Background: an optimization exercise with open tools, aiming at small area and a short achievable clock period. Do not read the settings as production practice.
The RTL was checked by simulation tests, not by an equivalence proof against the original design.
Power and IR drop assume default switching activity.

[flow/design.v]
module Core(
  input         clock,
  input         reset,
  output [31:0] io_imem_addr,
  input  [31:0] io_imem_inst,
  output [31:0] io_dmem_addr,
  input  [31:0] io_dmem_rdata,
  output        io_dmem_wen,
  output [31:0] io_dmem_wdata,
  output        io_exit
);
  wire [31:0] inst = io_imem_inst;
  wire [6:0]  opc  = inst[6:0];
  wire [2:0]  f3   = inst[14:12];
  wire [4:0]  rd   = inst[11:7];
  wire [4:0]  rs1  = inst[19:15];
  wire [4:0]  rs2  = inst[24:20];
  reg  [31:0] pc;
  wire is_lui   = opc == 7'b0110111;
  wire is_auipc = opc == 7'b0010111;
  wire is_jal   = opc == 7'b1101111;
  wire is_jalr  = opc == 7'b1100111;
  wire is_br    = opc == 7'b1100011;
  wire is_lw    = opc == 7'b0000011;
  wire is_sw    = opc == 7'b0100011;
  wire is_opi   = opc == 7'b0010011;
  wire is_op    = opc == 7'b0110011;
  wire is_alu   = is_op | is_opi;
  wire [31:0] wd;
  wire        we = is_lui | is_auipc | is_jal | is_jalr | is_lw | is_alu;
  wire [31:0] sel1, sel2, wsel;       
  wire [31:0] sel1l, sel2l;            
  wire [3:0] pa1n, pa2n;
  wire [7:0] pb1n, pb2n;
  genvar gj;
  generate
    for (gj = 0; gj < 4; gj = gj + 1) begin : g_pa
      assign pa1n[gj] = ~(rs1[1:0] == gj);
      assign pa2n[gj] = ~(rs2[1:0] == gj);
    end
    for (gj = 0; gj < 8; gj = gj + 1) begin : g_pb
      assign pb1n[gj] = ~(rs1[4:2] == gj);
      assign pb2n[gj] = ~(rs2[4:2] == gj);
    end
    for (gj = 0; gj < 32; gj = gj + 1) begin : g_sel
      c_nor2 s1h (.a(pa1n[gj % 4]), .b(pb1n[gj / 4]), .y(sel1[gj]));
      c_nor2 s1l (.a(pa1n[gj % 4]), .b(pb1n[gj / 4]), .y(sel1l[gj]));
      c_nor2 s2h (.a(pa2n[gj % 4]), .b(pb2n[gj / 4]), .y(sel2[gj]));
      c_nor2 s2l (.a(pa2n[gj % 4]), .b(pb2n[gj / 4]), .y(sel2l[gj]));
    end
  endgenerate
  genvar gi, gb;
  generate
    for (gi = 0; gi < 32; gi = gi + 1) begin : g_dec
      assign wsel[gi] = we & (rd == gi);
    end
  endgenerate
  wire [31:0] rf_q [0:31];
  assign rf_q[0] = 32'h0;
  generate
    for (gi = 1; gi < 32; gi = gi + 1) begin : g_rf
      reg  [31:0] r;
      wire [31:0] d;
      wire        wen  = wsel[gi];
      wire        wenb = ~wsel[gi];
      for (gb = 0; gb < 32; gb = gb + 1) begin : g_bit
        c_a22o u_h (.a1(wen), .a2(wd[gb]), .b1(wenb), .b2(r[gb]), .x(d[gb]));
      end
      always @(posedge clock) r <= d;
      assign rf_q[gi] = r;
    end
  endgenerate
  wire [31:0] rs1_v, rs2_v, rs1_n;
  generate
    for (gb = 0; gb < 32; gb = gb + 1) begin : g_rd
      wire [31:0] q1 = gb < 16 ? sel1l : sel1;
      wire [31:0] q2 = gb < 16 ? sel2l : sel2;
      wire [10:0] t1, t2;
      for (gi = 0; gi < 11; gi = gi + 1) begin : g_grp
        if (gi < 10) begin : g3
          c_aoi222 u1 (.a1(q1[3*gi+1]), .a2(rf_q[3*gi+1][gb]), .b1(q1[3*gi+2]), .b2(rf_q[3*gi+2][gb]),
                       .c1(q1[3*gi+3]), .c2(rf_q[3*gi+3][gb]), .y(t1[gi]));
          c_aoi222 u2 (.a1(q2[3*gi+1]), .a2(rf_q[3*gi+1][gb]), .b1(q2[3*gi+2]), .b2(rf_q[3*gi+2][gb]),
                       .c1(q2[3*gi+3]), .c2(rf_q[3*gi+3][gb]), .y(t2[gi]));
        end else begin : g1
          assign t1[gi] = ~(q1[31] & rf_q[31][gb]);
          assign t2[gi] = ~(q2[31] & rf_q[31][gb]);
        end
      end
      wire [2:0] u1, u2;
      wire       v1n, v1a, v2n;
      c_nand4 n10 (.a(t1[0]), .b(t1[1]), .c(t1[2]), .d(t1[3]), .y(u1[0]));
      c_nand4 n11 (.a(t1[4]), .b(t1[5]), .c(t1[6]), .d(t1[7]), .y(u1[1]));
      c_nand3 n12 (.a(t1[8]), .b(t1[9]), .c(t1[10]), .y(u1[2]));
      c_nor3  n13 (.a(u1[0]), .b(u1[1]), .c(u1[2]), .y(v1n));
      c_nor3  n14 (.a(u1[0]), .b(u1[1]), .c(u1[2]), .y(v1a));   
      c_nand4 n20 (.a(t2[0]), .b(t2[1]), .c(t2[2]), .d(t2[3]), .y(u2[0]));
      c_nand4 n21 (.a(t2[4]), .b(t2[5]), .c(t2[6]), .d(t2[7]), .y(u2[1]));
      c_nand3 n22 (.a(t2[8]), .b(t2[9]), .c(t2[10]), .y(u2[2]));
      assign v2n = ~(u2[0] | u2[1] | u2[2]);
      assign rs1_n[gb] = v1a;
      assign rs1_v[gb] = ~v1n;
      assign rs2_v[gb] = ~v2n;
    end
  endgenerate
  wire        s_imm  = ~opc[6] & opc[5] & ~opc[4];   
  wire [31:0] imm_is = {{21{inst[31]}}, inst[30:25], s_imm ? inst[11:7] : inst[24:20]};
  wire [31:0] agen;
  add_ks32 u_agen (.an(rs1_n), .b(imm_is), .s(agen));
  wire [31:0] imm_i  = {{21{inst[31]}}, inst[30:20]};
  wire [31:0] op2    = opc[5] ? rs2_v : imm_i;
  wire        f3_slt = f3[2:1] == 2'b01;
  wire        sub    = is_br | (is_alu & f3_slt) | (is_op & (f3 == 3'b000) & inst[30]);
  wire [31:0] opb    = op2 ^ {32{sub}};
  wire [31:0] sum, p, g;
  wire        ltu;
  add_ks32c u_alu (.a(rs1_v), .b(opb), .cin(sub), .s(sum), .p(p), .g(g), .cout_n(ltu));
  wire        lt     = (rs1_v[31] ^ op2[31]) ? rs1_v[31] : sum[31];
  wire        eq     = &p;    
  wire        shl    = ~f3[2];
  wire [4:0]  shamt  = op2[4:0];
  wire        fill_n = ~(inst[30] & rs1_v[31] & ~shl);
  wire [31:0] s0n, s1, s2n, s3, s4n, shr;
  generate
    for (gb = 0; gb < 32; gb = gb + 1) begin : g_sh
      c_mux2i m0 (.a0(rs1_v[gb]), .a1(rs1_v[31-gb]), .s(shl), .y(s0n[gb]));
      c_mux2i m1 (.a0(s0n[gb]), .a1(gb + 1  < 32 ? s0n[(gb+1)  % 32] : fill_n),  .s(shamt[0]), .y(s1[gb]));
      c_mux2i m2 (.a0(s1[gb]),  .a1(gb + 2  < 32 ? s1[(gb+2)   % 32] : ~fill_n), .s(shamt[1]), .y(s2n[gb]));
      c_mux2i m3 (.a0(s2n[gb]), .a1(gb + 4  < 32 ? s2n[(gb+4)  % 32] : fill_n),  .s(shamt[2]), .y(s3[gb]));
      c_mux2i m4 (.a0(s3[gb]),  .a1(gb + 8  < 32 ? s3[(gb+8)   % 32] : ~fill_n), .s(shamt[3]), .y(s4n[gb]));
      c_mux2i m5 (.a0(s4n[gb]), .a1(gb + 16 < 32 ? s4n[(gb+16) % 32] : fill_n),  .s(shamt[4]), .y(shr[gb]));
    end
  endgenerate
  wire [31:0] pc4    = pc + 32'd4;
  wire [31:0] imm_b  = {{20{inst[31]}}, inst[7], inst[30:25], inst[11:8], 1'b0};
  wire [31:0] imm_j  = {{12{inst[31]}}, inst[19:12], inst[20], inst[30:21], 1'b0};
  wire [31:0] imm_u  = {inst[31:12], 12'h0};
  wire [31:0] pcimm  = pc + (opc[2] ? (opc[3] ? imm_j : imm_u) : imm_b);
  reg brt;
  always @(*) begin
    case (f3)
      3'b000: brt = eq;
      3'b001: brt = ~eq;
      3'b100: brt = lt;
      3'b101: brt = ~lt;
      3'b110: brt = ltu;
      3'b111: brt = ~ltu;
      default: brt = 1'b0;
    endcase
  end
  wire w_lw   = ~opc[4] & ~opc[2];            
  wire w_lui  = is_lui;
  wire w_aui  = is_auipc;
  wire w_jmp  = opc[6] & opc[2];
  wire w_sum  = is_alu & (f3 == 3'b000);
  wire w_shr  = is_alu & (f3 == 3'b101);
  wire w_shl  = is_alu & (f3 == 3'b001);
  wire w_p    = is_alu & f3[2] & ~f3[0];      
  wire w_g    = is_alu & f3[2] & f3[1];       
  wire w_slt  = is_alu & (f3 == 3'b010);
  wire w_sltu = is_alu & (f3 == 3'b011);
  wire slt_v  = (w_slt & lt) | (w_sltu & ltu);
  generate
    for (gb = 0; gb < 32; gb = gb + 1) begin : g_wb
      wire ta, tb, tc;
      c_aoi222 ua (.a1(w_lw), .a2(io_dmem_rdata[gb]), .b1(w_aui), .b2(pcimm[gb]), .c1(w_jmp), .c2(pc4[gb]), .y(ta));
      c_aoi222 ub (.a1(w_sum), .a2(sum[gb]), .b1(w_p), .b2(p[gb]), .c1(w_g), .c2(g[gb]), .y(tb));
      if (gb >= 12) begin : g_hi
        c_aoi222 uc (.a1(w_shr), .a2(shr[gb]), .b1(w_shl), .b2(shr[31-gb]), .c1(w_lui), .c2(imm_u[gb]), .y(tc));
      end else if (gb == 0) begin : g_lo0
        c_aoi222 uc (.a1(w_shr), .a2(shr[gb]), .b1(w_shl), .b2(shr[31-gb]), .c1(1'b1), .c2(slt_v), .y(tc));
      end else begin : g_lo
        c_aoi22 uc (.a1(w_shr), .a2(shr[gb]), .b1(w_shl), .b2(shr[31-gb]), .y(tc));
      end
      assign wd[gb] = ~(ta & tb & tc);
    end
  endgenerate
  wire n_jalr = is_jalr;
  wire n_tk   = is_jal | (is_br & brt);
  wire n_seq  = ~(is_jalr | n_tk);
  wire [31:0] pc_d;
  generate
    for (gb = 0; gb < 32; gb = gb + 1) begin : g_pc
      wire t;
      c_aoi222 u (.a1(n_jalr), .a2(gb == 0 ? 1'b0 : agen[gb]), .b1(n_tk), .b2(pcimm[gb]), .c1(n_seq), .c2(pc4[gb]), .y(t));
      assign pc_d[gb] = ~(t | reset);
    end
  endgenerate
  reg [31:1] pc_r;
  always @(posedge clock) pc_r <= pc_d[31:1];
  always @(*) pc = {pc_r, 1'b0};
  assign io_imem_addr  = pc;
  assign io_dmem_addr  = agen;
  assign io_dmem_wen   = is_sw;
  assign io_dmem_wdata = rs2_v;
  assign io_exit       = inst == 32'h34333231 | inst == 32'h00100073;
endmodule
module c_a22o(input a1, input a2, input b1, input b2, output x);
  assign x = (a1 & a2) | (b1 & b2);
endmodule
module c_aoi22(input a1, input a2, input b1, input b2, output y);
  assign y = ~((a1 & a2) | (b1 & b2));
endmodule
module c_aoi222(input a1, input a2, input b1, input b2, input c1, input c2, output y);
  assign y = ~((a1 & a2) | (b1 & b2) | (c1 & c2));
endmodule
module c_mux2i(input a0, input a1, input s, output y);
  assign y = ~(s ? a1 : a0);
endmodule
module c_nand4(input a, input b, input c, input d, output y);
  assign y = ~(a & b & c & d);
endmodule
module c_nand3(input a, input b, input c, output y);
  assign y = ~(a & b & c);
endmodule
module add_ks32(input [31:0] an, input [31:0] b, output [31:0] s);
  wire [31:0] p, g;
  wire [31:0] bn = ~b;
  wire [31:0] g1n, p1n, g2, p2, g3n, p3n, g4, p4, g5n;
  genvar i;
  generate
    for (i = 0; i < 32; i = i + 1) begin : l
      c_han h (.an(an[i]), .b(b[i]), .bn(bn[i]), .s(p[i]), .c(g[i]));
      if (i >= 1) begin : l1
        c_a21oi gg (.a1(p[i]), .a2(g[i-1]), .b1(g[i]), .y(g1n[i]));
        c_nand2 pp (.a(p[i]), .b(p[i-1]), .y(p1n[i]));
      end else begin : l1b
        c_inv gg (.a(g[i]), .y(g1n[i]));
        assign p1n[i] = 1'b1;
      end
      if (i >= 2) begin : l2
        c_o21ai gg (.a1(p1n[i]), .a2(g1n[i-2]), .b1(g1n[i]), .y(g2[i]));
        c_nor2 pp (.a(p1n[i]), .b(p1n[i-2]), .y(p2[i]));
      end else begin : l2b
        c_inv gg (.a(g1n[i]), .y(g2[i]));
        assign p2[i] = 1'b0;
      end
      if (i >= 4) begin : l3
        c_a21oi gg (.a1(p2[i]), .a2(g2[i-4]), .b1(g2[i]), .y(g3n[i]));
        c_nand2 pp (.a(p2[i]), .b(p2[i-4]), .y(p3n[i]));
      end else begin : l3b
        c_inv gg (.a(g2[i]), .y(g3n[i]));
        assign p3n[i] = 1'b1;
      end
      if (i >= 8) begin : l4
        c_o21ai gg (.a1(p3n[i]), .a2(g3n[i-8]), .b1(g3n[i]), .y(g4[i]));
        c_nor2 pp (.a(p3n[i]), .b(p3n[i-8]), .y(p4[i]));
      end else begin : l4b
        c_inv gg (.a(g3n[i]), .y(g4[i]));
        assign p4[i] = 1'b0;
      end
      if (i >= 16) begin : l5
        c_a21oi gg (.a1(p4[i]), .a2(g4[i-16]), .b1(g4[i]), .y(g5n[i]));
      end else begin : l5b
        c_inv gg (.a(g4[i]), .y(g5n[i]));
      end
      if (i == 0) begin : s0
        assign s[i] = p[i];
      end else begin : sx
        c_xnor2 x (.a(p[i]), .b(g5n[i-1]), .y(s[i]));
      end
    end
  endgenerate
endmodule
module add_ks32c(input [31:0] a, input [31:0] b, input cin, output [31:0] s, output [31:0] p, output [31:0] g, output cout_n);
  wire g0c;   
  c_a21o gc (.a1(p[0]), .a2(cin), .b1(g[0]), .x(g0c));
  wire [31:0] g1n, p1n, g2, p2, g3n, p3n, g4, p4, g5n;
  genvar i;
  generate
    for (i = 0; i < 32; i = i + 1) begin : l
      c_ha h (.a(a[i]), .b(b[i]), .s(p[i]), .c(g[i]));
      if (i >= 1) begin : l1
        c_a21oi gg (.a1(p[i]), .a2(i == 1 ? g0c : g[i-1]), .b1(g[i]), .y(g1n[i]));
        c_nand2 pp (.a(p[i]), .b(p[i-1]), .y(p1n[i]));
      end else begin : l1b
        c_inv gg (.a(g0c), .y(g1n[i]));
        assign p1n[i] = 1'b1;
      end
      if (i >= 2) begin : l2
        c_o21ai gg (.a1(p1n[i]), .a2(g1n[i-2]), .b1(g1n[i]), .y(g2[i]));
        c_nor2 pp (.a(p1n[i]), .b(p1n[i-2]), .y(p2[i]));
      end else begin : l2b
        c_inv gg (.a(g1n[i]), .y(g2[i]));
        assign p2[i] = 1'b0;
      end
      if (i >= 4) begin : l3
        c_a21oi gg (.a1(p2[i]), .a2(g2[i-4]), .b1(g2[i]), .y(g3n[i]));
        c_nand2 pp (.a(p2[i]), .b(p2[i-4]), .y(p3n[i]));
      end else begin : l3b
        c_inv gg (.a(g2[i]), .y(g3n[i]));
        assign p3n[i] = 1'b1;
      end
      if (i >= 8) begin : l4
        c_o21ai gg (.a1(p3n[i]), .a2(g3n[i-8]), .b1(g3n[i]), .y(g4[i]));
        c_nor2 pp (.a(p3n[i]), .b(p3n[i-8]), .y(p4[i]));
      end else begin : l4b
        c_inv gg (.a(g3n[i]), .y(g4[i]));
        assign p4[i] = 1'b0;
      end
      if (i >= 16) begin : l5
        c_a21oi gg (.a1(p4[i]), .a2(g4[i-16]), .b1(g4[i]), .y(g5n[i]));
      end else begin : l5b
        c_inv gg (.a(g4[i]), .y(g5n[i]));
      end
      if (i == 0) begin : s0
        c_xor2 x (.a(p[i]), .b(cin), .y(s[i]));
      end else begin : sx
        c_xnor2 x (.a(p[i]), .b(g5n[i-1]), .y(s[i]));
      end
    end
  endgenerate
  assign cout_n = g5n[31];
endmodule
module c_han(input an, input b, input bn, output s, output c);
  assign s = ~(an ^ b);
  assign c = ~(an | bn);
endmodule
module c_ha(input a, input b, output s, output c);
  assign s = a ^ b;
  assign c = a & b;
endmodule
module c_a21oi(input a1, input a2, input b1, output y);
  assign y = ~((a1 & a2) | b1);
endmodule
module c_o21ai(input a1, input a2, input b1, output y);
  assign y = ~((a1 | a2) & b1);
endmodule
module c_nand2(input a, input b, output y);
  assign y = ~(a & b);
endmodule
module c_nor2(input a, input b, output y);
  assign y = ~(a | b);
endmodule
module c_inv(input a, output y);
  assign y = ~a;
endmodule
module c_xnor2(input a, input b, output y);
  assign y = ~(a ^ b);
endmodule
module c_a21o(input a1, input a2, input b1, output x);
  assign x = (a1 & a2) | b1;
endmodule
module c_xor2(input a, input b, output y);
  assign y = a ^ b;
endmodule
module c_nor3(input a, input b, input c, output y);
  assign y = ~(a | b | c);
endmodule
[flow/flow/run.sh]
#!/bin/bash
# Own layout flow: the standard synthesis unchanged, then the standard ORFS
# layout with these changes: ports are buffered with buf_4 instead of the
# buffer_ports default, timing repair may resize across cell footprints, and
# clock tree synthesis inserts no dummy load cells.
set -euo pipefail
bash standard.sh synth > synth.log 2>&1
bash standard.sh MATCH_CELL_FOOTPRINT=0 \
  "BUFFER_PORTS_ARGS=-buffer_cell sky130_fd_sc_hd__buf_4" \
  "CTS_ARGS=-sink_clustering_enable -repair_clock_nets -dont_use_dummy_load -buf_list sky130_fd_sc_hd__clkbuf_8" \
  finish > layout.log 2>&1
[flow/standard.sh]
#!/bin/bash
# synth_recipe.tcl (not shown) runs the flow's synth.tcl, then flattens the netlist and writes it again
# the make line also repeats each setting of config.mk as NAME=value (left out here)
make -C /OpenROAD-flow-scripts/flow DESIGN_CONFIG=/design/flow/config.mk WORK_HOME=/design/flow/orfs CLKGATE_MAP_FILE= SYNTH_SCRIPT=/design/flow/synth_recipe.tcl "${@:-finish}"
[flow/config.mk]
export PLATFORM = sky130hd
export DESIGN_NAME = Core
export DESIGN_NICKNAME = Core
export VERILOG_FILES = /design/flow/design.v
export SDC_FILE = /design/flow/constraint.sdc
export NUM_CORES = 4
export LEC_CHECK = 0
export CAP_MARGIN = 20
export CELL_PAD_IN_SITES_DETAIL_PLACEMENT = 1
export CELL_PAD_IN_SITES_GLOBAL_PLACEMENT = 2
export CORE_MARGIN = 2
export CORE_UTILIZATION = 40
export PLACE_DENSITY = 0.5
export SETUP_SLACK_MARGIN = 3.0
export SLEW_MARGIN = 20
export SYNTH_HIERARCHICAL = 1
export TNS_END_PERCENT = 10
[flow/constraint.sdc]
create_clock -name core_clock -period 11.0 [get_ports {clock}]
set_input_delay 2.2000 -clock core_clock [delete_from_list [all_inputs] [get_ports {clock}]]
set_output_delay 2.2000 -clock core_clock [all_outputs]
set_load 0.01 [all_outputs]
==> flow_summary.ini, run 1 <==
[timing]
setup_violations = 0
fin_crit_ns = 8.25
finalCritPeriodShare_pct = 75.0
skew_ns = 0.132
tns_ns = 0
hold_ws_ns = 0.497
rsz0062_at_grt = yes
hold_viol_final = 0
drv_slew = 0
tightest_slew_ns = 1.25
fmax_mhz = 121
setup_slack_ns = 2.75
max_slew_margin_pct = 16.5

[clocking]
htree_levels = 4
hold_buffers = 0
path_clk_slew_ns = 0.05
clkLatencyLatePin_ns = 0.95
cts_tree = done
cts.sinks = 1023
cts_max_path_buffers = 3
numCtsBuffers = 178
clockRootBuffer = clkbuf_8

[global_route]
grt_use_total_pct = 43.0
gr-total-overflow = 0
antenna_found_initial = 14
grt_pass1_wl_um = 404000
grt_max_degree = 48
grt_pass1_vias = 51976

[worst_hold_path]
hold_path_depth = 1
hold_path_end = g_rf[25].r[5]
holdCritStartpoint = g_rf[25].r[5]
min_path_type = flop to flop

[synthesis]
syn_area_sq_um = 50400
yosys_warnings = 7
postSynthCellCount = 4941
avgSynthCellArea_sq_um = 10.2

[final_layout]
area.growth.synth_to_final_pct = 22.8
nets = 5783
nFillCells = 13794
final_common_cell = dfxtp_1
layout-drive-gt1-share_pct = 23.4
most-common-layout-cells = 1,023 x dfxtp_1, 993 x a22o_1, 756 x a222oi_1

[routing]
route.met3.wl_um = 38900
finalWirelength_um = 291000
wl_met2_um = 119000
routedWlPerCell_um = 39.9
drt-met1-wl_um = 115000
highest_layer = met5
vias = 55321
viasPerCell = 7.57
ant_nets = 0
drt_first_iter_violations = 10849
drt_pass1_iterations = 14
drc = 0

[worst_setup_path]
cpMaxStageDelayCell = a222oi_1
r2r_slack_ns = 4.70
cp-end-kind = flop
regToRegEndpoint = g_rf[19].r[21]
critPathKind = input pin to flop
path_common_cell = mux2i_1
reg2regPathDepth = 14
startpoint_type = input pin
path_cells = buf_6 -> or3b_4 -> nor2_1 -> buf_4 -> a222oi_1 -> nand4_1 -> nor3_2 -> inv_1 -> nand3_1 -> inv_1 -> mux2i_1 -> mux2i_1 -> mux2i_1 -> mux2i_1 -> a222oi_1 -> nand3_2 -> buf_4 -> a22o_1
cp.arrival_ns = 9.00
reg2reg_from = g_rf[19].r[31]
critPathBufInv = 5
required_ns = 11.74
crit_start = io_imem_inst[17]
crit_family = simple AND/OR/NAND/NOR gates
crit_fanout = 19
cpPeakStageDelay_ns = 1.04

[power]
powerDensity_nw_per_um2 = 123
pwr-share-clk_pct = 38.6
p_leak_nw = 23.8
irDropWorstVdd_uv = 119
swShare_pct = 28.1
combPwrFrac_pct = 10.9
p_int_mw = 5.45
p_seq_share_pct = 50.5
p_sw_mw = 2.13

[floorplanning]
placementRows = 130
ioPinCount = 164
start_util_pct = 40.2
dieWidth_um = 359
die_h_um = 359
core_area_sq_um = 125000
dieArea_sq_um = 129000

[place]
portBuffers = 162
pre_cts_ws_ns = 1.19
hpwl_um = 197000
gp_congestion = 1.04

[run]
cap_violations = 0

[outcome]
status = timing/DRC/antenna clean
==> worst max-delay path by stage <==
stage / endpoint / cells after the start
floorplan: pc_r[10] / 23
global placement: g_rf[27].r[0] / 24
detailed placement: g_rf[28].r[0] / 25
CTS: pc_r[31] / 26
global route: io_dmem_addr[30] / 17
finish: g_rf[19].r[21] / 18
==> state kept, by name (all words and copies together) (netlist names) <==
register and flops:
pc_r 31, g_rf.r 992
==> routing by layer <==
metal	vias up	track usage (%)
li1	22552	-
met1	27938	57.4
met2	4044	61.2
met3	771	13.7
met4	16	23.4
met5	-	0.629
==> final cells by class <==
type / count / area (sq um) / share of cell area [%]
sequential: 1023 / 20500 / 33.1
inverter: 175 / 657 / 1.06
tap: 1650 / 2060 / 3.34
multi-input combinational: 3697 / 31300 / 50.5
antenna: 4 / 10.0 / 0.0162
clock buffer: 178 / 2450 / 3.96
timing repair buffer: 578 / 4940 / 7.99
==> power groups by stage <==
| stage | Sequential, mW | Combinational, mW | Clock [mW] |
|---|---|---|---|
| finish | 3.83 | 0.825 | 2.93 |
| global route | 3.83 | 0.843 | 3.10 |
| floorplan | 3.89 | 0.379 | 0 |
| detailed placement | 3.90 | 0.700 | 0 |
| CTS | 3.83 | 0.761 | 2.96 |
| global placement | 3.90 | 0.693 | 0 |
==> metrics by stage <==
stage / std cells / power (mW) / instance area (sq um) / util (%)
2_1_floorplan: 4943 / 4.27 / 50400 / -
3_3_place_gp: 6924 / 4.59 / 55600 / 44.4
3_5_place_dp: 6928 / 4.60 / 55700 / 44.5
4_1_cts: 7256 / 7.54 / 60700 / 48.5
5_1_grt: 7304 / 7.78 / 61900 / 49.4
6_report: 7305 / 7.58 / 61900 / 49.4
==> what timing repair did <==
item / in CTS / in global routing
cloned: 2 / 3
setup buffers: 148 / 35
resized for setup: 200 / 137
setup endpoints to repair: 229 / 296
pin swaps: 146 / 115
hold endpoints to repair: 0 / 0
==> inputs of run 2 (changes only) <==
--- a/flow/config.mk
+++ b/flow/config.mk
@@ -11,7 +11,6 @@
 export CORE_MARGIN = 2
 export CORE_UTILIZATION = 40
 export PLACE_DENSITY = 0.5
-export SETUP_SLACK_MARGIN = 3.0
+export SETUP_SLACK_MARGIN = 2.5
 export SLEW_MARGIN = 20
 export SYNTH_HIERARCHICAL = 1
-export TNS_END_PERCENT = 10
==> run 2 against run 1 <==
  * Still clean on timing, DRC and antenna
  * Critical path type is now input pin to output pin
  * Die area did not move
  * Largest power group unchanged
  * Highest routed layer unchanged
  * Setup slack got worse by 0.32 ns
  * Maximum frequency fell by 3.7%
  * Utilization fell by 1.6 points
==> flow_summary.ini, run 2 <==
[synthesis]
avgSynthCellArea_sq_um = 10.2
syn_area_sq_um = 50400
postSynthCellCount = 4941
yosys_warnings = 7

[power]
powerDensity_nw_per_um2 = 126
irDropWorstVdd_uv = 118
p_leak_nw = 23.0

[final_layout]
final_util_pct = 47.8
most-common-layout-cells = 1,023 x dfxtp_1, 993 x a22o_1, 756 x a222oi_1
reg_top3 = g_rf.r (992), pc_r (31)
final_common_cell = dfxtp_1
layout-drive-gt1-share_pct = 20.5
layout.cells.non_filler = 7202
design_area_sq_um = 59800
area.growth.synth_to_final_pct = 18.8
nets = 5679
top_register = g_rf.r
largest_reg_flops = 992

[global_route]
grt_use_total_pct = 42.7
grt_max_degree = 48
gr-total-overflow = 0
grt_pass1_wl_um = 401000
grt_pass1_vias = 51164
antenna_found_initial = 13

[clocking]
clockRootBuffer = clkbuf_8
htree_levels = 4
cts.sinks = 1023
clkLatencyLatePin_ns = 0.93
numCtsBuffers = 178
path_clk_slew_ns = 0.05
cts_max_path_buffers = 3
cts_tree = done

[floorplanning]
core_area_sq_um = 125000
dieWidth_um = 359
placementRows = 130
dieArea_sq_um = 129000
die_h_um = 359
start_util_pct = 40.2
ioPinCount = 164

[worst_setup_path]
cpMaxStageDelayCell = a222oi_1
cp.arrival_ns = 6.37
r2r_slack_ns = 4.57
reg2regPathDepth = 16
critPathKind = input pin to output pin
startpoint_type = input pin
path_cells = buf_4 -> nand3b_1 -> buf_4 -> buf_4 -> nor2_2 -> buf_4 -> a222oi_1 -> nand4_1 -> buf_4 -> nor3_4 -> xnor2_2 -> nand2_1 -> nor2_1 -> nand2_1 -> o21ai_1 -> a21oi_2 -> xnor2_2 -> buf_4
cp-end-kind = output pin
required_ns = 8.80
cpPeakStageDelay_ns = 0.83
crit_fanout = 16
path_common_cell = buf_4

[place]
hpwl_um = 196000
place_area_sq_um = 55600
pre_cts_ws_ns = 1.33
place_inst = 6924
gp_congestion = 1.02
portBuffers = 162

[timing]
fmax_mhz = 117
drv_slew = 0
finalCritPeriodShare_pct = 77.9
tightest_slew_ns = 1.19
tns_ns = 0
setup_violations = 0
skew_ns = 0.123
max_slew_margin_pct = 20.2
fin_crit_ns = 8.57
rsz0062_at_grt = yes
hold_viol_final = 0
setup_slack_ns = 2.43

[routing]
drc = 0
viasPerCell = 7.57
vias = 54517
ant_nets = 0
drt_first_iter_violations = 10531
drt_pass1_iterations = 15
finalWirelength_um = 289000
routedWlPerCell_um = 40.1

[worst_hold_path]
min_path_type = flop to flop
hold_path_depth = 1

[outcome]
status = timing/DRC/antenna clean

[run]
cap_violations = 0
-- run 2: area by class of cell --
cell class | instances | area [sq um]
fillers | 13915 | 65400
diodes | 5 | 12.5
flip-flops and latches | 1023 | 20500
repair buffers | 478 | 3840
inverters | 175 | 657
clock buffers | 178 | 2450
multi-input cells | 3693 | 30300
well taps | 1650 | 2060
-- run 2: timing repair --
action                                  4_1_cts  5_1_grt
resized for setup                            80       70
endpoints found under the hold margin         0        0
setup buffers                                69       25
pin swaps                                    66       67
endpoints found under the setup margin       84      129
hold buffers                                  0        0
-- run 2: worst paths after layout --
path	startpoint	endpoint
min reg2reg	g_rf[29].r[3]	g_rf[29].r[3]
max reg2reg	g_rf[16].r[3]	g_rf[21].r[29]
min	g_rf[29].r[3]	g_rf[29].r[3]
max	io_imem_inst[19]	io_dmem_addr[29]
-- run 2: stage by stage --
stage	total power, mW	hold WS (ns)
6_report	7.53	0.494
5_1_grt	7.72	0.511
4_1_cts	7.50	0.497
3_5_place_dp	4.60	0.478
3_3_place_gp	4.60	0.473
2_1_floorplan	4.27	0.460
-- run 2: per-layer routing --
metal / wire length (um) / global-route usage [%] / vias to the layer above / share of wire [%]
li1: - / - / 22317 / -
met1: 114000 / 55.9 / 27552 / 39
met2: 120000 / 62.3 / 3840 / 42
met3: 35900 / 12.7 / 800 / 12
met4: 19600 / 24.6 / 8 / 6.8
met5: 48 / 0 / - / 0.017
-- run 2: worst max-delay path, delay by kind of cell --
kind / cells / cell delay, ns
AND/OR/NAND/NOR: 7 / 1.19
buffers and inverters: 6 / 1.26
XOR/XNOR: 2 / 0.62
AO/OA/AOI/OAI: 3 / 1.06
-- run 2: where the power goes --
part / switching [mW] / leakage (nW) / internal, mW
Combinational: 0.534 / 13.4 / 0.232
Clock: 1.52 / 1.28 / 1.41
Sequential: 0.0559 / 8.25 / 3.77
Total: 2.11 / 23.0 / 5.42
==> inputs of run 3 (changes only) <==
--- a/flow/config.mk
+++ b/flow/config.mk
@@ -11,6 +11,7 @@
 export CORE_MARGIN = 2
 export CORE_UTILIZATION = 40
 export PLACE_DENSITY = 0.5
-export SETUP_SLACK_MARGIN = 2.5
+export SETUP_SLACK_MARGIN = 3.5
 export SLEW_MARGIN = 20
 export SYNTH_HIERARCHICAL = 1
+export TNS_END_PERCENT = 10
==> run 3 against run 2 <==
  * Area after synthesis unchanged
  * Combinational power increased by 13%
  * Sequential cell count unchanged
  * Clock power about the same
  * Critical endpoint is now io_dmem_addr[18]
==> flow_summary.ini, run 3 <==
[outcome]
status = timing/DRC/antenna clean

[power]
p_leak_nw = 24.7
powerDensity_nw_per_um2 = 120
irDropWorstVdd_uv = 117

[final_layout]
nets = 5884
multi_input_area_sq_um = 31900
reg_top3 = g_rf.r (992), pc_r (31)
largest_reg_flops = 992
most-common-layout-cells = 1,023 x dfxtp_1, 993 x a22o_1, 756 x a222oi_1
top_register = g_rf.r
layout.cells.non_filler = 7409
final_common_cell = dfxtp_1
layout-drive-gt1-share_pct = 25.5
area.growth.synth_to_final_pct = 26.4
nFillCells = 13628
final-seq-area_sq_um = 20500

[worst_setup_path]
critPathKind = input pin to output pin
required_ns = 8.80
crit_family = simple AND/OR/NAND/NOR gates
crit_cells = 18
reg2reg_from = g_rf[16].r[0]
critPathBufInv = 6
cp-end-kind = output pin
reg2regPathDepth = 21
cpMaxStageDelayCell = or3b_4
startpoint_type = input pin
crit_start = io_imem_inst[19]
r2r_slack_ns = 4.94
path_cells = buf_8 -> or3b_4 -> buf_6 -> nor2_2 -> clkbuf_4 -> a222oi_1 -> nand4_1 -> buf_4 -> nor3_4 -> buf_4 -> xnor2_4 -> nand2_2 -> nor2_4 -> nand2_2 -> o21ai_2 -> a21oi_2 -> xnor2_2 -> buf_4
regToRegEndpoint = g_rf[26].r[0]
crit_fanout = 10
critPathCapture = io_dmem_addr[18]
cpPeakStageDelay_ns = 0.50
path_common_cell = buf_4
cp.arrival_ns = 5.74

[routing]
routedWlPerCell_um = 38.4
vias = 55469
viasPerCell = 7.49
drt_pass1_iterations = 15
drt_first_iter_violations = 10352
finalWirelength_um = 284000
drc = 0
ant_nets = 0

[floorplanning]
placementRows = 130
start_util_pct = 40.2
core_area_sq_um = 125000
die_h_um = 359
dieArea_sq_um = 129000
dieWidth_um = 359
ioPinCount = 164

[synthesis]
postSynthCellCount = 4941
yosys_warnings = 7
syn_area_sq_um = 50400
avgSynthCellArea_sq_um = 10.2

[global_route]
grt_pass1_vias = 53245
grt_pass1_wl_um = 397000
grt_max_degree = 48
grt_use_total_pct = 41.6
gr-total-overflow = 0
antenna_found_initial = 11

[worst_hold_path]
min_path_type = flop to flop

[timing]
tightest_slew_ns = 1.26
fmax_mhz = 126
hold_viol_final = 0
fin_crit_ns = 7.94
rsz0062_at_grt = yes
drv_slew = 0
finalCritPeriodShare_pct = 72.2
skew_ns = 0.160
tns_ns = 0
setup_slack_ns = 3.06
max_slew_margin_pct = 15.7
setup_violations = 0

[place]
pre_cts_ws_ns = 1.63
portBuffers = 162
hpwl_um = 191000
place_inst = 6920
gp_congestion = 1.01

[clocking]
cts.sinks = 1023
hold_buffers = 0
cts_tree = done
cts_max_path_buffers = 3
clockRootBuffer = clkbuf_8
clkLatencyLatePin_ns = 0.95
htree_levels = 4
path_clk_slew_ns = 0.04
numCtsBuffers = 181

[run]
cap_violations = 0
==> run 3: cell types whose count changed in the layout (fill, tap and decap cells not counted), sizes merged, moves of 2 or more <==
cell and delta:
clkinv -5, clkbuf +17, buf +185, mux2 +2, inv +5, diode +2
==> run 3: repair_timing <==
item                                    in CTS  in global routing
endpoints found under the setup margin     704                317
resized for setup                          401                132
pin swaps                                  248                109
setup buffers                              209                 70
gates cloned                                 9                  9
==> run 3: how the worst min path moves through the flow <==
stage / startpoint / end / slack (ns) / depth (start not counted)
6_report: g_rf[14].r[18] / g_rf[14].r[18] / 0.50 / 1
5_1_grt: g_rf[17].r[9] / g_rf[17].r[9] / 0.51 / 1
4_1_cts: g_rf[14].r[18] / g_rf[14].r[18] / 0.50 / 1
3_5_place_dp: g_rf[16].r[31] / g_rf[16].r[31] / 0.48 / 1
3_3_place_gp: g_rf[10].r[4] / g_rf[10].r[4] / 0.47 / 1
2_1_floorplan: g_rf[10].r[0] / g_rf[10].r[0] / 0.46 / 1
==> run 3: final cells by class <==
type                       instances  area share (%)
antenna                            7          0.0275
tap                             1650            3.24
timing repair buffer             677            9.44
inverter                         175            1.04
multi-input combinational       3696            50.2
clock buffer                     181            3.91
sequential                      1023            32.2
==> run 3: worst reg2reg max path: cells and delay by family, from the launching register on <==
kind            cells  cell delay [ns]
compound gates     10             2.56
simple gates        5             1.65
buf+inv             3             0.55
mux                 1             0.35
flops               1             0.34
fa+ha+maj           1             0.34
xor+xnor            1             0.16
==> run 3: metrics by stage <==
stage | hold WS [ns] | power, mW | utilization [%] | area [sq um]
3_3_place_gp | 0.472 | 4.57 | 44.4 | 55600
3_5_place_dp | 0.479 | 4.58 | 44.4 | 55600
5_1_grt | 0.507 | 7.84 | 50.8 | 63600
2_1_floorplan | 0.460 | 4.27 | - | 50600
6_report | 0.495 | 7.63 | 50.8 | 63700
4_1_cts | 0.495 | 7.59 | 49.7 | 62200
==> run 3: power breakdown <==
part | internal [mW] | switching [mW] | total (mW)
Combinational | 0.303 | 0.564 | 0.867
Clock | 1.44 | 1.50 | 2.94
Sequential | 3.77 | 0.0570 | 3.83
==> run 3: metal layers <==
| metal | vias to the layer above | part of all wire [%] | GRT usage (%) |
|---|---|---|---|
| met1 | 27908 | 39 | 54.1 |
| met5 | - | 0.019 | 0 |
| met4 | 10 | 6.3 | 23.4 |
| li1 | 22757 | - | - |
| met3 | 884 | 12 | 11.2 |
| met2 | 3910 | 42 | 62.3 |
==> inputs of run 4 (changes only) <==
--- a/flow/config.mk
+++ b/flow/config.mk
@@ -11,7 +11,7 @@
 export CORE_MARGIN = 2
 export CORE_UTILIZATION = 40
 export PLACE_DENSITY = 0.5
-export SETUP_SLACK_MARGIN = 3.5
+export SETUP_SLACK_MARGIN = 4.5
 export SLEW_MARGIN = 20
 export SYNTH_HIERARCHICAL = 1
-export TNS_END_PERCENT = 10
+export TNS_END_PERCENT = 5
==> run 4 against run 3 <==
  * Via count rose by 1.3%
  * Area after synthesis is the same
  * Sequential share of layout area down 0.41 points
  * Critical path depth up 2
  * Utilization increased by 0.65 points
  * Synthesized cell count unchanged
  * Sequential cell count stayed put
  * Clock skew shrank 0.048 ns
  * Combinational power rose by 7.7%
  * Worst hold slack improved by 0.00074 ns
  * Final cell count rose by 0.11%
==> flow_summary.ini, run 4 <==
[timing]
fmax_mhz = 121
fin_crit_ns = 8.24
rsz0062_at_grt = yes
finalCritPeriodShare_pct = 74.9
tightest_slew_ns = 1.22
hold_viol_final = 0
drv_slew = 0
tns_ns = 0
max_slew_margin_pct = 18.2
setup_slack_ns = 2.76
skew_ns = 0.112
setup_violations = 0

[clocking]
cts_tree = done
numCtsBuffers = 180
cts_max_path_buffers = 3
cts.sinks = 1023
path_clk_slew_ns = 0.05
htree_levels = 4
clkLatencyLatePin_ns = 0.94
clockRootBuffer = clkbuf_8

[routing]
wl_met2_um = 124000
vias = 56194
route.met3.wl_um = 39200
finalWirelength_um = 302000
ant_nets = 0
drt_first_iter_violations = 10930
highest_layer = met5
drc = 0
drt-met1-wl_um = 115000
drt_pass1_iterations = 14
viasPerCell = 7.58
routedWlPerCell_um = 40.7

[final_layout]
multi_input_area_sq_um = 32400
largest_reg_flops = 992
final_util_pct = 51.5
area.growth.synth_to_final_pct = 28.0
most-common-layout-cells = 1,023 x dfxtp_1, 993 x a22o_1, 756 x a222oi_1
nFillCells = 13563
layout-drive-gt1-share_pct = 27.3
design_area_sq_um = 64500
final_common_cell = dfxtp_1
final-seq-area_sq_um = 20500
nets = 5893
top_register = g_rf.r
reg_top3 = g_rf.r (992), pc_r (31)

[worst_setup_path]
critPathKind = input pin to output pin
startpoint_type = input pin
required_ns = 8.80
crit_fanout = 10
cp-end-kind = output pin
cp.arrival_ns = 6.04
reg2regPathDepth = 16

[global_route]
grt_pass1_vias = 53559
gr-total-overflow = 0
grt_pass1_wl_um = 417000
grt_use_total_pct = 44.5
grt_max_degree = 48
antenna_found_initial = 15

[synthesis]
avgSynthCellArea_sq_um = 10.2
yosys_warnings = 7
syn_area_sq_um = 50400
postSynthCellCount = 4941

[floorplanning]
die_h_um = 359
start_util_pct = 40.2
dieWidth_um = 359
core_area_sq_um = 125000
ioPinCount = 164
placementRows = 130
dieArea_sq_um = 129000

[worst_hold_path]
hold_path_depth = 1
min_path_type = flop to flop

[place]
pre_cts_ws_ns = 1.40
portBuffers = 162
place_area_sq_um = 55800
gp_congestion = 1.03
hpwl_um = 197000

[outcome]
status = timing/DRC/antenna clean

[power]
p_total_mw = 7.72
p_leak_nw = 24.8
irDropWorstVdd_uv = 113
powerDensity_nw_per_um2 = 120

[run]
cap_violations = 0
==> run 4: changes by cell type in the layout (fill, tap and decap cells not counted), sizes merged <==
cell / change
clkinv: +2
buf: +10
nand3: +1
or2: -1
nor2: +5
mux2: +3
nand2b: +1
diode: -1
clkbuf: -10
inv: -2
==> run 4: through the flow <==
| stage | hold slack [ns] | std cells |
|---|---|---|
| 2_1_floorplan | 0.460 | 4943 |
| 3_3_place_gp | 0.472 | 6906 |
| 3_5_place_dp | 0.478 | 6908 |
| 4_1_cts | 0.497 | 7391 |
| 5_1_grt | 0.507 | 7416 |
| 6_report | 0.496 | 7417 |
==> run 4: timing repair <==
| action | 4_1_cts | 5_1_grt |
|---|---|---|
| hold buffers | 0 | 0 |
| buffers inserted | 284 | 18 |
| cloned | 19 | 0 |
| endpoints found under the setup margin | 1088 | 1088 |
| pin swaps | 336 | 70 |
| gates resized for setup | 555 | 82 |
==> run 4: power by group <==
group | switching (mW) | internal (mW) | leakage, nW
Clock | 1.52 | 1.43 | 1.29
Combinational | 0.615 | 0.319 | 15.3
Sequential | 0.0562 | 3.77 | 8.25
==> run 4: critical path, cell delays in order <==
cell	delay [ns]
buf_16	0.12
nand2b_4	0.15
buf_12	0.14
buf_8	0.12
nor2_2	0.05
buf_12	0.14
buf_4	0.14
a222oi_1	0.62
nand4_1	0.20
buf_6	0.18
nor3_4	0.15
buf_6	0.15
xnor2_4	0.19
nand2_4	0.16
nor2_4	0.16
nand2_1	0.13
o21ai_4	0.25
inv_2	0.10
xnor2_4	0.46
buf_6	0.17
==> run 4: cell type report <==
cell class,instances,area share [%]
diodes,6,0.0233
clock buffers,180,3.84
inverters,175,1.03
multi-input cells,3705,50.3
flip-flops and latches,1023,31.8
well taps,1650,3.20
repair buffers,678,9.81
==> run 4: per-layer routing <==
metal  vias up  GRT usage [%]
li1      22763              -
met4        12           28.8
met5         -              0
met3       812           14.7
met1     28484           56.9
met2      4123           64.0
==> run 4: worst paths after layout <==
check / from / to / slack, ns
max: io_imem_inst[16] / io_dmem_addr[14] / 2.76
min: g_rf[7].r[6] / g_rf[7].r[6] / 0.50
max reg2reg: g_rf[16].r[3] / g_rf[16].r[13] / 4.94
min reg2reg: g_rf[7].r[6] / g_rf[7].r[6] / 0.50
==> inputs of run 5 (changes only) <==
==> flow/flow/run.sh (replaced) <==
#!/bin/bash
# Own layout flow: the standard synthesis unchanged, then the standard ORFS
# layout with these changes: ports are buffered with buf_2 instead of the
# buffer_ports default, timing repair may resize across cell footprints, and
# clock tree synthesis inserts no dummy load cells.
set -euo pipefail
bash standard.sh synth > synth.log 2>&1
bash standard.sh MATCH_CELL_FOOTPRINT=0 \
  "BUFFER_PORTS_ARGS=-buffer_cell sky130_fd_sc_hd__buf_2" \
  "CTS_ARGS=-sink_clustering_enable -repair_clock_nets -dont_use_dummy_load -buf_list sky130_fd_sc_hd__clkbuf_8" \
  finish > layout.log 2>&1
--- a/flow/config.mk
+++ b/flow/config.mk
@@ -11,7 +11,7 @@
 export CORE_MARGIN = 2
 export CORE_UTILIZATION = 40
 export PLACE_DENSITY = 0.5
-export SETUP_SLACK_MARGIN = 4.5
+export SETUP_SLACK_MARGIN = 3.5
 export SLEW_MARGIN = 20
 export SYNTH_HIERARCHICAL = 1
-export TNS_END_PERCENT = 5
+export TNS_END_PERCENT = 10
==> run 5 against run 4 <==
  * Still clean
  * Global-route usage down 1.7 points
  * Final area decreased by 1.1%
  * Setup slack better by 0.25 ns
  * Non-clock buffer count down 4
  * Register-to-register slack about the same
  * Critical path type unchanged
  * Highest routed layer unchanged
==> flow_summary.ini, run 5 <==
[timing]
tns_ns = 0
rsz0062_at_grt = yes
fin_crit_ns = 7.99
finalCritPeriodShare_pct = 72.6
setup_violations = 0
drv_slew = 0
setup_slack_ns = 3.01
fmax_mhz = 125
tightest_slew_ns = 1.19
max_slew_margin_pct = 20.6
hold_ws_ns = 0.496
skew_ns = 0.153
hold_viol_final = 0

[floorplanning]
die_h_um = 359
dieArea_sq_um = 129000
placementRows = 130
dieWidth_um = 359
ioPinCount = 164
start_util_pct = 40.2
core_area_sq_um = 125000

[synthesis]
syn_area_sq_um = 50400
yosys_warnings = 7
postSynthCellCount = 4941
avgSynthCellArea_sq_um = 10.2

[final_layout]
nFillCells = 13630
largest_reg_flops = 992
layout.cells.non_filler = 7413
final_common_cell = dfxtp_1
most-common-layout-cells = 1,023 x dfxtp_1, 993 x a22o_1, 756 x a222oi_1
top_register = g_rf.r
nets = 5883
final_util_pct = 50.9
reg_top3 = g_rf.r (992), pc_r (31)
layout-drive-gt1-share_pct = 25.9
area.growth.synth_to_final_pct = 26.6
design_area_sq_um = 63700

[routing]
drt_pass1_iterations = 13
viasPerCell = 7.54
drc = 0
routedWlPerCell_um = 39.2
vias = 55925
drt_first_iter_violations = 10928
finalWirelength_um = 291000
ant_nets = 0

[global_route]
grt_max_degree = 37
grt_pass1_vias = 53800
grt_use_total_pct = 42.8
grt_pass1_wl_um = 406000
gr-total-overflow = 0
antenna_found_initial = 12

[worst_hold_path]
hold_path_end = g_rf[31].r[23]
min_path_type = flop to flop
hold_path_depth = 1
holdCritStartpoint = g_rf[31].r[23]

[worst_setup_path]
regToRegEndpoint = g_rf[22].r[12]
cp-end-kind = output pin
r2r_slack_ns = 4.95
reg2regPathDepth = 16
required_ns = 8.80
crit_start = io_imem_inst[16]
critPathKind = input pin to output pin
cp.arrival_ns = 5.79
path_cells = buf_16 -> nand2b_4 -> buf_12 -> nor2_4 -> buf_12 -> a222oi_1 -> nand4_1 -> buf_4 -> nor3_4 -> buf_12 -> xnor2_4 -> a21oi_4 -> o21ai_4 -> a21oi_4 -> o21ai_1 -> a21oi_2 -> xnor2_2 -> buf_2
critPathBufInv = 6
startpoint_type = input pin
reg2reg_from = g_rf[6].r[0]
cpMaxStageDelayCell = a222oi_1
path_common_cell = buf_12
crit_family = compound AO/OA/AOI/OAI gates
crit_cells = 18
cpPeakStageDelay_ns = 0.65
crit_fanout = 7

[clocking]
hold_buffers = 0
cts_max_path_buffers = 3
htree_levels = 4
cts_tree = done
clkLatencyLatePin_ns = 0.92
path_clk_slew_ns = 0.05
cts.sinks = 1023
numCtsBuffers = 176
clockRootBuffer = clkbuf_8

[power]
p_sw_mw = 2.14
p_seq_share_pct = 50.3
p_total_mw = 7.61
swShare_pct = 28.2
p_leak_nw = 24.7
irDropWorstVdd_uv = 116
powerDensity_nw_per_um2 = 119
pwr-share-clk_pct = 38.2
p_int_mw = 5.47
combPwrFrac_pct = 11.5

[place]
hpwl_um = 192000
place_inst = 6899
pre_cts_ws_ns = 1.35
place_area_sq_um = 55100
gp_congestion = 1.03
portBuffers = 162

[run]
cap_violations = 0

[outcome]
status = timing/DRC/antenna clean
## run 5: worst max-delay path by stage
stage                  endpoint
2_1_floorplan          pc_r[10]
3_3_place_gp           pc_r[31]
3_5_place_dp            pc_r[3]
4_1_cts        io_dmem_addr[22]
5_1_grt        io_dmem_addr[20]
6_report       io_dmem_addr[20]
## run 5: power groups by stage
stage / Sequential, mW / Combinational (mW) / Clock [mW]
2_1_floorplan: 3.89 / 0.384 / 0
3_3_place_gp: 3.90 / 0.666 / 0
3_5_place_dp: 3.90 / 0.671 / 0
4_1_cts: 3.82 / 0.805 / 2.93
5_1_grt: 3.83 / 0.891 / 3.08
6_report: 3.83 / 0.875 / 2.91
## run 5: per-layer routing
metal / up-vias / track usage [%] / share of wire [%]
li1: 22772 / - / -
met1: 28349 / 56.0 / 40
met2: 4003 / 64.1 / 43
met3: 795 / 12.0 / 12
met4: 6 / 22.1 / 5.9
met5: - / 1.11 / 0.014
## run 5: repair_timing
item	in CTS	in global routing
pin swaps	267	122
resized for setup	490	114
setup buffers	232	71
gates cloned	13	7
endpoints found under the setup margin	1036	565
## run 5: cell type report
class | count | area [sq um] | area share [%]
Multi-Input combinational cell | 3703 | 32300 | 50.6
Sequential cell | 1023 | 20500 | 32.1
Inverter | 175 | 657 | 1.03
Timing Repair Buffer | 674 | 5820 | 9.12
Antenna cell | 12 | 30.0 | 0.0471
Clock buffer | 176 | 2420 | 3.80
Tap cell | 1650 | 2060 | 3.24
## run 5: worst reg2reg max path, cell delays in order, from the launching register on
cell	delay, ns
dfxtp_1	0.35
a222oi_1	0.75
nand4_1	0.42
or3_4	0.52
mux2_8	0.37
xor2_1	0.17
ha_1	0.34
a21o_1	0.19
a21oi_2	0.10
o21ai_1	0.24
inv_1	0.10
o21ai_1	0.30
inv_1	0.16
xnor2_1	0.16
a222oi_1	0.36
nand3_2	0.85
a22o_1	0.54
==> inputs of run 6 (changes only) <==
==> flow/config.mk (replaced) <==
export PLATFORM = sky130hd
export DESIGN_NAME = Core
export DESIGN_NICKNAME = Core
export VERILOG_FILES = /design/flow/design.v
export SDC_FILE = /design/flow/constraint.sdc
export NUM_CORES = 4
export LEC_CHECK = 0
export CAP_MARGIN = 10
export CELL_PAD_IN_SITES_DETAIL_PLACEMENT = 1
export CELL_PAD_IN_SITES_GLOBAL_PLACEMENT = 2
export CORE_MARGIN = 2
export CORE_UTILIZATION = 40
export PLACE_DENSITY = 0.5
export SETUP_SLACK_MARGIN = 2.5
export SLEW_MARGIN = 10
export SYNTH_HIERARCHICAL = 1
export TNS_END_PERCENT = 10
==> run 6 against run 5 <==
  * Setup slack worse by 0.68 ns
  * Highest routed layer unchanged
  * The layout now fails its checks (max-capacitance violations, max-slew violations)
  * Via count down 1.9%
  * Synthesized cell count unchanged
  * Critical path depth down 1
  * Sequential power about the same
  * Worst hold slack worse by 0.0016 ns
  * Area after synthesis unchanged
==> flow_summary.ini, run 6 <==
[clocking]
path_clk_slew_ns = 0.05
numCtsBuffers = 176
clockRootBuffer = clkbuf_8
cts_tree = done
htree_levels = 4
clkLatencyLatePin_ns = 0.98
cts.sinks = 1023
cts_max_path_buffers = 3

[final_layout]
largest_reg_flops = 992
top_register = g_rf.r
most-common-layout-cells = 1,023 x dfxtp_1, 993 x a22o_1, 756 x a222oi_1
multi_input_area_sq_um = 30600
final_util_pct = 47.7
area.growth.synth_to_final_pct = 18.7
nFillCells = 13897
final-seq-area_sq_um = 20500
layout-drive-gt1-share_pct = 21.1
design_area_sq_um = 59800
final_common_cell = dfxtp_1
nets = 5693
reg_top3 = g_rf.r (992), pc_r (31)

[global_route]
grt_use_total_pct = 42.6
grt_pass1_vias = 51269
gr-total-overflow = 0
grt_max_degree = 48
grt_pass1_wl_um = 401000
antenna_found_initial = 16

[synthesis]
syn_area_sq_um = 50400
yosys_warnings = 7
postSynthCellCount = 4941
avgSynthCellArea_sq_um = 10.2

[worst_setup_path]
path_cells = buf_2 -> nand3b_1 -> buf_12 -> buf_4 -> nor2_1 -> buf_4 -> a222oi_1 -> nand4_1 -> nor3_4 -> nor2_1 -> inv_1 -> inv_1 -> a21oi_2 -> o21ai_1 -> a21oi_2 -> xnor2_2 -> buf_2
cp.arrival_ns = 6.46
required_ns = 8.80
crit_fanout = 16
cp-end-kind = output pin
critPathKind = input pin to output pin
cpMaxStageDelayCell = nor3_4
cpPeakStageDelay_ns = 0.59
startpoint_type = input pin

[routing]
vias = 54866
drc = 0
finalWirelength_um = 289000
ant_nets = 0
routedWlPerCell_um = 40.0
viasPerCell = 7.60
drt_first_iter_violations = 11247
drt_pass1_iterations = 14

[floorplanning]
ioPinCount = 164
core_area_sq_um = 125000
placementRows = 130
die_h_um = 359
dieArea_sq_um = 129000
dieWidth_um = 359
start_util_pct = 40.2

[power]
powerDensity_nw_per_um2 = 126
irDropWorstVdd_uv = 123
p_leak_nw = 23.0
p_total_mw = 7.51

[timing]
max_slew_margin_pct = -87.9
skew_ns = 0.165
setup_violations = 0
hold_viol_final = 0
fmax_mhz = 115
rsz0062_at_grt = yes
tns_ns = 0
drv_slew = 4
tightest_slew_ns = 2.82
fin_crit_ns = 8.66
hold_ws_ns = 0.494
finalCritPeriodShare_pct = 78.8

[run]
cap_violations = 1

[place]
portBuffers = 162
place_area_sq_um = 55200
gp_congestion = 0.974
hpwl_um = 197000

[outcome]
violations = max-capacitance violations, max-slew violations
status = complete, but fails checks

[worst_hold_path]
min_path_type = flop to flop
run 6: what timing repair did:
action / in CTS / in global routing
setup endpoints to repair: 93 / 91
endpoints found under the hold margin: 0 / 0
resized for setup: 134 / 83
setup buffers: 83 / 27
hold buffers: 0 / 0
pin swaps: 74 / 70
cloned: 1 / 1
run 6: per-stage QoR:
stage / setup slack, ns / cells
floorplan: 2.69 / 4943
global placement: 1.05 / 6923
detailed placement: 1.06 / 6923
CTS: 2.50 / 7183
global route: 2.38 / 7215
finish: 2.34 / 7219
run 6: path summary, 6_finish.rpt:
kind	from	to	slack (ns)	depth (start not counted)
min	g_rf[26].r[13]	g_rf[26].r[13]	0.49	1
min reg2reg	g_rf[26].r[13]	g_rf[26].r[13]	0.49	1
max	io_imem_inst[19]	io_dmem_addr[29]	2.34	17
max reg2reg	g_rf[19].r[4]	g_rf[15].r[0]	4.42	21
run 6: area by class of cell:
cell class	instances	area share, %
Timing Repair Buffer	492	5.93
Multi-Input combinational cell	3695	51.2
Inverter	175	1.10
Sequential cell	1023	34.2
Antenna cell	8	0.0335
Clock buffer	176	4.05
Tap cell	1650	3.45
run 6: routing by layer:
| metal | vias up | track usage [%] | routed length [um] |
|---|---|---|---|
| met5 | - | 0 | 82 |
| met4 | 12 | 22.5 | 18300 |
| met3 | 724 | 12.8 | 37900 |
| met2 | 4126 | 61.5 | 118000 |
| met1 | 27635 | 57.0 | 114000 |
| li1 | 22369 | - | - |
run 6: worst max-delay path: cells and delay by family:
family	cells	cell delay [ns]
xor+xnor	1	0.21
compound gates	4	1.08
buf+inv	7	1.36
simple gates	5	1.60
run 6: power breakdown:
part	internal, mW	leakage [nW]	switching, mW
combinational	0.230	13.5	0.544
sequential	3.77	8.25	0.0562
clock	1.40	1.27	1.51
total	5.40	23.0	2.11

==> re-timing with driven ports <==
Ports are ideal in the flow. The routed layouts listed here were re-timed in OpenROAD.
Step 1 assumes that a clkbuf_16 drives the clock port and a buf_2 every other input.
Step 2 adds t to the input delays and takes it off the output delays; t is the mean of the earliest and latest rising clock arrival at the registers after step 1. Input paths then give back, and output paths get back, about the clock's delay inside the block.
Three values: no drivers, after step 1, after step 2; two values: the first two.
run	t, ns	setup WS [ns]	worst setup path at the end	cell pins on the clock port's net
run 1	0.966	2.746 / 2.762 / 1.817	input to register	1
run 2	0.946	2.430 / 2.400 / 1.731	input to register	1
run 3	0.948	3.062 / 2.906 / 2.292	input to register	1
run 4	0.968	2.763 / 2.606 / 2.363	input to register	1
run 5	0.922	3.012 / 2.838 / 2.235	input to register	1
run 6	0.978	2.337 / 2.312 / 1.429	input to register	1
For run 1, which loses most, drivers alone change the setup slack by +0.016 ns; drivers and shift together by -0.929 ns.
